What follows belongs to an exercise in optimizing a design on an open flow for small area; a production flow would make more cautious choices.
Only simulation tests tie the RTL to the original design; equivalence was not proved.
Power and IR drop assume default switching activity.

==> flow/design.v (excerpt) <==
module execute(EXE_NPC, EXE_CSRFD, EXE_ALU1, EXE_ALU2, EXE_IR,
               EXE_V, EXE_RFD, MEM_NPC, MEM_ALU_RESULT, MEM_IR,
               MEM_SR2, MEM_SR1, MEM_V, MEM_CSRFD, MEM_RFD, clk, V_MEM_STALL, MEM_ECALL, EXE_ECALL, RESET,
               V_AGEX_BR_STALL, EXE_IR_OLD, V_AGEX_TRAP_STALL);
Size: roughly 2,500 cells after synthesis, about 420 flip-flops.
==> flow/config.mk <==
export PLATFORM = sky130hd
export DESIGN_NAME = execute
export DESIGN_NICKNAME = execute
export VERILOG_FILES = /design/flow/design.v
export SDC_FILE = /design/flow/constraint.sdc
export NUM_CORES = 4
export LEC_CHECK = 0
export ABC_AREA = 1
export CAP_MARGIN = 10
export CORE_AREA = 3 3 277 277
export CTS_BUF_LIST = sky130_fd_sc_hd__clkbuf_4 sky130_fd_sc_hd__clkbuf_8
export CTS_CLUSTER_DIAMETER = 60
export CTS_CLUSTER_SIZE = 8
export DIE_AREA = 0 0 280 280
export GPL_TIMING_DRIVEN = 0
export SETUP_SLACK_MARGIN = 0.12
export SLEW_MARGIN = 10
export BUFFER_PORTS_ARGS = -buffer_cell sky130_fd_sc_hd__buf_1
export REMOVE_ABC_BUFFERS = 1
export CTS_ARGS = -sink_clustering_enable -repair_clock_nets -dont_use_dummy_load -sink_clustering_size 8 -sink_clustering_max_diameter 60 -buf_list sky130_fd_sc_hd__clkbuf_8 -root_buf sky130_fd_sc_hd__clkbuf_8 -sink_clustering_buffer sky130_fd_sc_hd__clkbuf_4
==> flow/constraint.sdc <==
create_clock -name core_clock -period 8.5 [get_ports {clk}]
set_input_delay 1.7000 -clock core_clock [delete_from_list [all_inputs] [get_ports {clk}]]
set_output_delay 1.7000 -clock core_clock [all_outputs]
set_load 0.01 [all_outputs]
standard.sh (not shown) runs the stock make flow with config.mk's settings and CLKGATE_MAP_FILE= SYNTH_SCRIPT=/design/flow/synth_recipe.tcl, a recipe that flattens the netlist after the stock synthesis.
==> flow/flow/run.sh <==
#!/bin/bash
# The standard layout with these changes:
#  - synthesis maps with an area-oriented ABC script (flow/abc_area.script);
#    everything else in ORFS's scripts folder is used unchanged (copied);
#  - buffers that ABC inserted are removed at floorplan (REMOVE_ABC_BUFFERS);
#  - port buffers use sky130_fd_sc_hd__buf_1 instead of clkdlybuf4s50_1;
set -euo pipefail
cd "$(dirname "${BASH_SOURCE[0]}")/.."
rm -rf scripts_local
cp -r "$FLOW_HOME/scripts" scripts_local
cp flow/abc_area.script scripts_local/abc_area.script
cat >> config.mk <<'EOC'
export BUFFER_PORTS_ARGS = -buffer_cell sky130_fd_sc_hd__buf_1
export REMOVE_ABC_BUFFERS = 1
export CTS_ARGS = -sink_clustering_enable -repair_clock_nets -dont_use_dummy_load -sink_clustering_size 8 -sink_clustering_max_diameter 60 -buf_list sky130_fd_sc_hd__clkbuf_8 -root_buf sky130_fd_sc_hd__clkbuf_8 -sink_clustering_buffer sky130_fd_sc_hd__clkbuf_4
EOC
bash standard.sh SCRIPTS_DIR="$PWD/scripts_local" finish > standard_make.log 2>&1
==> flow/flow/abc_area.script <==
strash
&get -n
&st
&syn2
&dch
&nf -R 20 -p
&st
&syn2
&dch
&nf -R 20 -p
&st
&dch
&nf -R 20 -p
&put
The first run completed with no timing, DRC or antenna violations.
Rerun with:
--- a/flow/flow/run.sh
+++ b/flow/flow/run.sh
@@ -14,3 +14,3 @@
 export REMOVE_ABC_BUFFERS = 1
-export CTS_ARGS = -sink_clustering_enable -repair_clock_nets -dont_use_dummy_load -sink_clustering_size 8 -sink_clustering_max_diameter 60 -buf_list sky130_fd_sc_hd__clkbuf_8 -root_buf sky130_fd_sc_hd__clkbuf_8 -sink_clustering_buffer sky130_fd_sc_hd__clkbuf_4
+export CTS_ARGS = -sink_clustering_enable -repair_clock_nets -dont_use_dummy_load -sink_clustering_size 8 -sink_clustering_max_diameter 60 -buf_list sky130_fd_sc_hd__clkbuf_4
 EOC
CTS_ARGS = -sink_clustering_enable -repair_clock_nets -dont_use_dummy_load -sink_clustering_size 8 -sink_clustering_max_diameter 60 -buf_list sky130_fd_sc_hd__clkbuf_4   (was -sink_clustering_enable -repair_clock_nets -dont_use_dummy_load -sink_clustering_size 8 -sink_clustering_max_diameter 60 -buf_list sky130_fd_sc_hd__clkbuf_8 -root_buf sky130_fd_sc_hd__clkbuf_8 -sink_clustering_buffer sky130_fd_sc_hd__clkbuf_4)
CTS_BUF_LIST = sky130_fd_sc_hd__clkbuf_4   (was sky130_fd_sc_hd__clkbuf_4 sky130_fd_sc_hd__clkbuf_8)
SETUP_SLACK_MARGIN = 0.2   (was 0.12)
Effect: The new run finished clean; critical path depth is lower by 1; cell area is lower by 0.40%; worst hold slack is about the same; power is lower by 1.5%.
Rerun with:
--- a/flow/flow/run.sh
+++ b/flow/flow/run.sh
@@ -14,3 +14,3 @@
 export REMOVE_ABC_BUFFERS = 1
-export CTS_ARGS = -sink_clustering_enable -repair_clock_nets -dont_use_dummy_load -sink_clustering_size 8 -sink_clustering_max_diameter 60 -buf_list sky130_fd_sc_hd__clkbuf_4
+export CTS_ARGS = -sink_clustering_enable -repair_clock_nets -dont_use_dummy_load -sink_clustering_size 12 -sink_clustering_max_diameter 100 -buf_list sky130_fd_sc_hd__clkbuf_4 sky130_fd_sc_hd__clkbuf_8
 EOC
CTS_ARGS = -sink_clustering_enable -repair_clock_nets -dont_use_dummy_load -sink_clustering_size 12 -sink_clustering_max_diameter 100 -buf_list sky130_fd_sc_hd__clkbuf_4 sky130_fd_sc_hd__clkbuf_8   (was -sink_clustering_enable -repair_clock_nets -dont_use_dummy_load -sink_clustering_size 8 -sink_clustering_max_diameter 60 -buf_list sky130_fd_sc_hd__clkbuf_4)
CTS_BUF_LIST = sky130_fd_sc_hd__clkbuf_4 sky130_fd_sc_hd__clkbuf_8   (was sky130_fd_sc_hd__clkbuf_4)
CTS_CLUSTER_DIAMETER = 100   (was 60)
CTS_CLUSTER_SIZE = 12   (was 8)
SETUP_SLACK_MARGIN = 0.12   (was 0.2)
The changed run did not get past clock tree synthesis (4_1_cts), error STA-0564.
Synthesized cell count does not change.
Synthesized area is unchanged.
Rerun with:
--- a/flow/flow/run.sh
+++ b/flow/flow/run.sh
@@ -14,3 +14,3 @@
 export REMOVE_ABC_BUFFERS = 1
-export CTS_ARGS = -sink_clustering_enable -repair_clock_nets -dont_use_dummy_load -sink_clustering_size 12 -sink_clustering_max_diameter 100 -buf_list sky130_fd_sc_hd__clkbuf_4 sky130_fd_sc_hd__clkbuf_8
+export CTS_ARGS = -sink_clustering_enable -repair_clock_nets -dont_use_dummy_load -sink_clustering_size 16 -sink_clustering_max_diameter 100 -buf_list sky130_fd_sc_hd__clkbuf_8
 EOC
CAP_MARGIN = 20   (was 10)
CTS_ARGS = -sink_clustering_enable -repair_clock_nets -dont_use_dummy_load -sink_clustering_size 16 -sink_clustering_max_diameter 100 -buf_list sky130_fd_sc_hd__clkbuf_8   (was -sink_clustering_enable -repair_clock_nets -dont_use_dummy_load -sink_clustering_size 12 -sink_clustering_max_diameter 100 -buf_list sky130_fd_sc_hd__clkbuf_4 sky130_fd_sc_hd__clkbuf_8)
CTS_BUF_LIST = sky130_fd_sc_hd__clkbuf_8   (was sky130_fd_sc_hd__clkbuf_4 sky130_fd_sc_hd__clkbuf_8)
CTS_CLUSTER_SIZE = 16   (was 12)
SLEW_MARGIN = 20   (was 10)
=>
- The changed run finished with timing, DRC and antenna clean
- synthesized cell count is unchanged
- synthesized area is unchanged
Rerun with:
CAP_MARGIN = 10   (was 20)
SLEW_MARGIN = 10   (was 20)
Result: The changed run finished clean; combinational power stays flat; global-route usage falls by 0.37 points; non-clock buffer count falls by 6; setup slack loses 100 ps; synthesized cell count does not change; worst hold slack loses 6.8 ps; die area stays the same; power rises by 0.43%; sequential cell count does not change.
Rerun with:
==> flow/flow/run.sh (replaced) <==
#!/bin/bash
# The standard layout with three changes:
#  - synthesis maps with an area-oriented ABC script (flow/abc_area.script);
#    everything else in ORFS's scripts folder is used unchanged (copied);
#  - buffers that ABC inserted are removed at floorplan (REMOVE_ABC_BUFFERS);
#  - port buffers use sky130_fd_sc_hd__buf_1 instead of clkdlybuf4s50_1.
set -euo pipefail
cd "$(dirname "${BASH_SOURCE[0]}")/.."
rm -rf scripts_local
cp -r "$FLOW_HOME/scripts" scripts_local
cp flow/abc_area.script scripts_local/abc_area.script
cat >> config.mk <<'EOC'
export BUFFER_PORTS_ARGS = -buffer_cell sky130_fd_sc_hd__buf_1
export REMOVE_ABC_BUFFERS = 1
EOC
bash standard.sh SCRIPTS_DIR="$PWD/scripts_local" finish > standard_make.log 2>&1
CAP_MARGIN = 20   (was 10)
CTS_ARGS = not set   (was -sink_clustering_enable -repair_clock_nets -dont_use_dummy_load -sink_clustering_size 16 -sink_clustering_max_diameter 100 -buf_list sky130_fd_sc_hd__clkbuf_8)
CTS_CLUSTER_DIAMETER = 60   (was 100)
SETUP_SLACK_MARGIN = not set   (was 0.12)
SLEW_MARGIN = 20   (was 10)
Wire length climbs by 0.65%. Fmax climbs by 0.43%. Count of clock-buffer cells in the layout climbs by 14. Cell area climbs by 2.6%. Non-clock buffer count climbs by 5.

The RTL this note starts from:
==> flow/design.v <==
module execute(EXE_NPC, EXE_CSRFD, EXE_ALU1, EXE_ALU2, EXE_IR,
               EXE_V, EXE_RFD, MEM_NPC, MEM_ALU_RESULT, MEM_IR,
               MEM_SR2, MEM_SR1, MEM_V, MEM_CSRFD, MEM_RFD, clk, V_MEM_STALL, MEM_ECALL, EXE_ECALL, RESET,
               V_AGEX_BR_STALL, EXE_IR_OLD, V_AGEX_TRAP_STALL);
input clk;
input EXE_V;
input V_MEM_STALL;
input RESET;
input EXE_ECALL;
input [31:0] EXE_IR;
input [63:0] EXE_NPC, EXE_CSRFD, EXE_ALU1, EXE_ALU2;
input [63:0] EXE_RFD;
output reg MEM_ECALL;
output reg [31:0] MEM_IR;
output [31:0] EXE_IR_OLD;
output reg [63:0] MEM_NPC, MEM_ALU_RESULT, MEM_SR2, MEM_SR1,
                  MEM_CSRFD, MEM_RFD;
output reg MEM_V;
output V_AGEX_BR_STALL;
output V_AGEX_TRAP_STALL;
wire [6:0] op = EXE_IR[6:0];
wire [2:0] f3 = EXE_IR[14:12];
wire b30 = EXE_IR[30];
assign V_AGEX_BR_STALL = (op == 7'b1100011) | (op == 7'b1101111) | (op == 7'b1100111);
assign V_AGEX_TRAP_STALL = (EXE_IR[27:0] == 28'h0000073);
assign EXE_IR_OLD = EXE_IR;
wire load = EXE_V & ~V_MEM_STALL & ~RESET;
wire isLUI  = (op == 7'b0110111);
wire isAUI  = (op == 7'b0010111);
wire isPC   = (op == 7'b0000011) | (op == 7'b0100011) | (op == 7'b1101111) | (op == 7'b1100111);
wire isOPI  = (op == 7'b0010011);
wire isOP   = (op == 7'b0110011);
wire isOPIW = (op == 7'b0011011);
wire isOPW  = (op == 7'b0111011);
wire rr = isOPI | isOP;
wire ww = isOPIW | isOPW;
wire f0 = (f3 == 3'd0);
wire f1 = (f3 == 3'd1);
wire f5 = (f3 == 3'd5);
wire selAdd64 = isLUI | isAUI | isPC | (rr & f0);
wire selAddW  = ww & f0;
wire selLt    = rr & (f3[2:1] == 2'b01);
wire selXorOr = rr & ((f3 == 3'd4) | (f3 == 3'd6));
wire selAndOr = rr & ((f3 == 3'd7) | (f3 == 3'd6));
wire selR64   = rr & f5;
wire selL64   = rr & f1;
wire selRW    = ww & f5 & ~(isOPW & b30);
wire selLW    = ww & (f1 | (isOPW & f5 & b30));
wire upd      = selAdd64 | selAddW | selLt | selXorOr | selAndOr |
                selR64 | selL64 | selRW | selLW;
wire sub    = ((isOP | isOPW) & f0 & b30) | selLt;
wire ltSign = ~f3[0];
wire left   = selL64 | selLW;
wire arith  = isOPIW & f5 & b30;
wire word   = ww;
reg [63:0] orp;
integer i, l;
always @* begin
    orp = EXE_NPC;
    for (l = 0; l < 6; l = l + 1)
        for (i = 2; i < 64; i = i + 1)
            if (((i - 2) >> l) & 1)
                orp[i] = orp[i] | orp[((((i - 2) >> l) << l) - 1) + 2];
end
wire [63:0] npcm4;
assign npcm4[1:0] = EXE_NPC[1:0];
assign npcm4[2] = ~EXE_NPC[2];
genvar k;
generate for (k = 3; k < 64; k = k + 1) begin : g_dec
    assign npcm4[k] = ~(EXE_NPC[k] ^ orp[k-1]);
end endgenerate
wire useA1 = ~isPC & ~isLUI;
wire [63:0] A = ({64{isPC}} & npcm4) | ({64{useA1}} & EXE_ALU1);
wire [63:0] B = EXE_ALU2;
wire [63:0] Bx = B ^ {64{sub}};
wire [63:0] p0 = A ^ Bx;
wire [63:0] g0 = A & Bx;
reg [63:0] G, P;
always @* begin
    G = g0;
    P = p0;
    G[0] = g0[0] | (p0[0] & sub);
    for (l = 0; l < 6; l = l + 1)
        for (i = 0; i < 64; i = i + 1)
            if ((i >> l) & 1) begin
                G[i] = G[i] | (P[i] & G[((i >> l) << l) - 1]);
                P[i] = P[i] & P[((i >> l) << l) - 1];
            end
end
wire [63:0] carry = {G[62:0], sub};
wire [63:0] sum = p0 ^ carry;
wire cout = G[63];
wire ltu = ~cout;
wire lt = ltSign ? ((A[63] ^ B[63]) ? A[63] : ltu) : ltu;
wire [5:0] sh = {EXE_ALU2[5] & ~word, EXE_ALU2[4:0]};
wire [63:0] x;
generate for (k = 0; k < 64; k = k + 1) begin : g_sx
    if (k < 32) begin : lo
        assign x[k] = left ? A[63-k] : A[k];
    end else begin : hi
        assign x[k] = left ? A[63-k] : (arith ? A[31] : A[k]);
    end
end endgenerate
wire [63:0] r1 = sh[0] ? {1'b0,  x[63:1]}  : x;
wire [63:0] r2 = sh[1] ? {2'b0,  r1[63:2]} : r1;
wire [63:0] r3 = sh[2] ? {4'b0,  r2[63:4]} : r2;
wire [63:0] r4 = sh[3] ? {8'b0,  r3[63:8]} : r3;
wire [63:0] r5 = sh[4] ? {16'b0, r4[63:16]} : r4;
wire [63:0] R  = sh[5] ? {32'b0, r5[63:32]} : r5;
wire [63:0] Rrev;
generate for (k = 0; k < 64; k = k + 1) begin : g_rv
    assign Rrev[k] = R[63-k];
end endgenerate
wire gAdd64 = load & selAdd64;
wire gAddW  = load & selAddW;
wire gAddLo = gAdd64 | gAddW;
wire gLt    = load & selLt;
wire gXO    = load & selXorOr;
wire gAO    = load & selAndOr;
wire gR64   = load & selR64;
wire gL64   = load & selL64;
wire gRlo   = gR64 | (load & selRW);
wire gLlo   = gL64 | (load & selLW);
wire [63:0] res;
assign res[31:0] = ({32{gAddLo}} & sum[31:0]) | ({32{gXO}} & p0[31:0]) |
                   ({32{gAO}} & g0[31:0]) | ({32{gRlo}} & R[31:0]) |
                   ({32{gLlo}} & Rrev[31:0]) | {31'd0, gLt & lt};
assign res[63:32] = ({32{gAdd64}} & sum[63:32]) | ({32{gAddW & sum[31]}}) |
                    ({32{gXO}} & p0[63:32]) | ({32{gAO}} & g0[63:32]) |
                    ({32{gR64}} & R[63:32]) | ({32{gL64}} & Rrev[63:32]);
wire hold = load & ~upd;
wire c1 = load & (EXE_IR[13:12] == 2'b01);
wire c2 = load & (EXE_IR[13:12] == 2'b10);
wire [63:0] csr = ({64{c1 | c2}} & EXE_RFD) | ({64{c2}} & EXE_ALU1);
always @(posedge clk) begin
    MEM_NPC   <= {64{load}} & EXE_NPC;
    MEM_ECALL <= load & EXE_ECALL;
    MEM_IR    <= {32{load}} & EXE_IR;
    MEM_SR1   <= {64{load}} & EXE_ALU1;
    MEM_SR2   <= {64{load}} & EXE_ALU2;
    MEM_CSRFD <= {64{load}} & EXE_CSRFD;
    MEM_RFD   <= csr;
    MEM_V     <= load;
    MEM_ALU_RESULT <= res | ({64{hold}} & MEM_ALU_RESULT);
end
endmodule
==> flow/config.mk <==
export PLATFORM = sky130hd
export DESIGN_NAME = execute
export DESIGN_NICKNAME = execute
export VERILOG_FILES = /design/flow/design.v
export SDC_FILE = /design/flow/constraint.sdc
export NUM_CORES = 4
export LEC_CHECK = 0
export ABC_AREA = 1
export CAP_MARGIN = 20
export CORE_AREA = 3 3 277 277
export CTS_BUF_LIST = sky130_fd_sc_hd__clkbuf_8
export CTS_CLUSTER_DIAMETER = 60
export CTS_CLUSTER_SIZE = 16
export DIE_AREA = 0 0 280 280
export GPL_TIMING_DRIVEN = 0
export SETUP_SLACK_MARGIN = 0.1
export SLEW_MARGIN = 20
export BUFFER_PORTS_ARGS = -buffer_cell sky130_fd_sc_hd__buf_1
export REMOVE_ABC_BUFFERS = 1
export CTS_ARGS = -sink_clustering_enable -repair_clock_nets -dont_use_dummy_load -sink_clustering_size 16 -sink_clustering_max_diameter 60 -buf_list sky130_fd_sc_hd__clkbuf_8
==> flow/constraint.sdc <==
create_clock -name core_clock -period 8.5 [get_ports {clk}]
set_input_delay 1.7000 -clock core_clock [delete_from_list [all_inputs] [get_ports {clk}]]
set_output_delay 1.7000 -clock core_clock [all_outputs]
set_load 0.01 [all_outputs]
==> flow/flow/run.sh <==
#!/bin/bash
# The standard layout with these changes:
#  - synthesis maps with an area-oriented ABC script (flow/abc_area.script);
#    everything else in ORFS's scripts folder is used unchanged (copied);
#  - buffers that ABC inserted are removed at floorplan (REMOVE_ABC_BUFFERS);
#  - port buffers use sky130_fd_sc_hd__buf_1 instead of clkdlybuf4s50_1;
set -euo pipefail
cd "$(dirname "${BASH_SOURCE[0]}")/.."
rm -rf scripts_local
cp -r "$FLOW_HOME/scripts" scripts_local
cp flow/abc_area.script scripts_local/abc_area.script
cat >> config.mk <<'EOC'
export BUFFER_PORTS_ARGS = -buffer_cell sky130_fd_sc_hd__buf_1
export REMOVE_ABC_BUFFERS = 1
export CTS_ARGS = -sink_clustering_enable -repair_clock_nets -dont_use_dummy_load -sink_clustering_size 16 -sink_clustering_max_diameter 60 -buf_list sky130_fd_sc_hd__clkbuf_8
EOC
bash standard.sh SCRIPTS_DIR="$PWD/scripts_local" finish > standard_make.log 2>&1
Scripts as last shown in full above: flow/flow/abc_area.script
The starting point finished clean.
Then changed:
--- a/flow/flow/run.sh
+++ b/flow/flow/run.sh
@@ -14,3 +14,3 @@
 export REMOVE_ABC_BUFFERS = 1
-export CTS_ARGS = -sink_clustering_enable -repair_clock_nets -dont_use_dummy_load -sink_clustering_size 16 -sink_clustering_max_diameter 60 -buf_list sky130_fd_sc_hd__clkbuf_8
+export CTS_ARGS = -sink_clustering_enable -repair_clock_nets -dont_use_dummy_load -sink_clustering_size 16 -sink_clustering_max_diameter 100 -buf_list sky130_fd_sc_hd__clkbuf_8
 EOC
==> flow/config.mk (replaced) <==
export PLATFORM = sky130hd
export DESIGN_NAME = execute
export DESIGN_NICKNAME = execute
export VERILOG_FILES = /design/flow/design.v
export SDC_FILE = /design/flow/constraint.sdc
export NUM_CORES = 4
export LEC_CHECK = 0
export ABC_AREA = 1
export CAP_MARGIN = 10
export CORE_AREA = 3 3 277 277
export CTS_BUF_LIST = sky130_fd_sc_hd__clkbuf_8
export CTS_CLUSTER_DIAMETER = 100
export CTS_CLUSTER_SIZE = 16
export DIE_AREA = 0 0 280 280
export GPL_TIMING_DRIVEN = 1
export SETUP_SLACK_MARGIN = 0.12
export SLEW_MARGIN = 10
export BUFFER_PORTS_ARGS = -buffer_cell sky130_fd_sc_hd__buf_1
export REMOVE_ABC_BUFFERS = 1
export CTS_ARGS = -sink_clustering_enable -repair_clock_nets -dont_use_dummy_load -sink_clustering_size 16 -sink_clustering_max_diameter 100 -buf_list sky130_fd_sc_hd__clkbuf_8
First-iteration DRC count climbs by 3.7%.
Maximum frequency climbs by 4.2%.
Flip-flop and latch count is unchanged.
Wire length climbs by 1.3%.
Then changed:
--- a/flow/flow/run.sh
+++ b/flow/flow/run.sh
@@ -14,3 +14,3 @@
 export REMOVE_ABC_BUFFERS = 1
-export CTS_ARGS = -sink_clustering_enable -repair_clock_nets -dont_use_dummy_load -sink_clustering_size 16 -sink_clustering_max_diameter 100 -buf_list sky130_fd_sc_hd__clkbuf_8
+export CTS_ARGS = -sink_clustering_enable -repair_clock_nets -dont_use_dummy_load -sink_clustering_size 16 -sink_clustering_max_diameter 60 -buf_list sky130_fd_sc_hd__clkbuf_8
 EOC
==> flow/flow/abc_area.script (replaced) <==
strash
&get -n
&st
&syn2
&dch
&nf -R 5 -p
&st
&syn2
&dch
&nf -R 5 -p
&st
&dch
&nf -R 5 -p
&put
==> flow/config.mk (replaced) <==
export PLATFORM = sky130hd
export DESIGN_NAME = execute
export DESIGN_NICKNAME = execute
export VERILOG_FILES = /design/flow/design.v
export SDC_FILE = /design/flow/constraint.sdc
export NUM_CORES = 4
export LEC_CHECK = 0
export ABC_AREA = 1
export CAP_MARGIN = 20
export CORE_AREA = 3 3 277 277
export CTS_BUF_LIST = sky130_fd_sc_hd__clkbuf_8
export CTS_CLUSTER_DIAMETER = 60
export CTS_CLUSTER_SIZE = 16
export DIE_AREA = 0 0 280 280
export GPL_TIMING_DRIVEN = 0
export SLEW_MARGIN = 20
export BUFFER_PORTS_ARGS = -buffer_cell sky130_fd_sc_hd__buf_1
export REMOVE_ABC_BUFFERS = 1
export CTS_ARGS = -sink_clustering_enable -repair_clock_nets -dont_use_dummy_load -sink_clustering_size 16 -sink_clustering_max_diameter 60 -buf_list sky130_fd_sc_hd__clkbuf_8
The new run produced a clean layout.
Combinational power went down by about 7%.
Design area fell by 1.5%.
Synthesized area rose by 1.3%.
Fmax goes down by 3.9%.
Clock power rises by about 10%.
Utilization shrinks by 0.59 points.
Critical path depth decreases by 2.
Non-clock buffer count fell by 210.
Die area stays the same.
Setup slack is worse by 0.32 ns.
Then changed:
==> flow/flow/abc_area.script (replaced) <==
strash
&get -n
&st
&syn2
&dch
&nf -R 20 -p
&st
&syn2
&dch
&nf -R 20 -p
&st
&dch
&nf -R 20 -p
&put
--- a/flow/config.mk
+++ b/flow/config.mk
@@ -15,2 +15,3 @@
 export GPL_TIMING_DRIVEN = 0
+export SETUP_SLACK_MARGIN = 0.25
 export SLEW_MARGIN = 20
Result:
- The new run produced a clean layout
- non-clock buffer count rises by 11
- fmax rises by 1.5%
- routed wire length falls by 4.3%
- worst setup slack improved by 0.12 ns
- utilization falls by 0.32 points

## static timing again, ports no longer ideal
No port has a modelled driver above. Below, the same layouts with a new extraction and two added sets of constraints.
Step 1 sets driving cells, clkbuf_16 on the clock port and buf_2 on the other inputs (assumed; they add their load-dependent delay and slew).
Step 2 adds t to the input delays and takes it off the output delays; t is the mean of the earliest and latest rising clock arrival at the registers after step 1. Input paths then give back, and output paths get back, about the clock's delay inside the block.
Three values: ideal, step 1, step 2; two values: the first two.
run | t (ns) | setup WS [ns] | hold WS [ns] | worst setup path at the end | slew at the worst register clock pin (ns)
the first run of note 1 | 0.704 | 0.237 / 0.265 / -0.439 | 0.494 / 0.494 / 0.494 | input to register | 0.11 / 0.11
the second run of note 1 | 0.879 | 0.362 / 0.387 / -0.493 | 0.495 / 0.495 / 0.495 | input to register | 0.11 / 0.11
the fourth run of note 1 | 0.681 | 0.286 / 0.319 / -0.362 | 0.500 / 0.500 / 0.500 | input to register | 0.12 / 0.12
the fifth run of note 1 | 0.693 | 0.186 / 0.211 / -0.482 | 0.493 / 0.493 / 0.493 | input to register | 0.12 / 0.12
the sixth run of note 1 | 0.714 | 0.222 / 0.247 / -0.466 | 0.492 / 0.492 / 0.492 | input to register | 0.11 / 0.11
the first run of note 2 | 0.693 | 0.236 / 0.265 / -0.428 | 0.490 / 0.490 / 0.490 | input to register | 0.11 / 0.11
the second run of note 2 | 0.673 | 0.568 / 0.605 / -0.068 | 0.498 / 0.498 / 0.498 | input to register | 0.11 / 0.11
the third run of note 2 | 0.700 | 0.250 / 0.257 / -0.443 | 0.491 / 0.491 / 0.491 | input to register | 0.11 / 0.11
the fourth run of note 2 | 0.687 | 0.370 / 0.397 / -0.290 | 0.494 / 0.494 / 0.494 | input to register | 0.11 / 0.11
Met with ideal ports but missed after step 2: setup timing in every run listed. For the second run of note 1, which loses most, drivers alone change the setup slack by +0.025 ns; drivers and shift together by -0.855 ns.
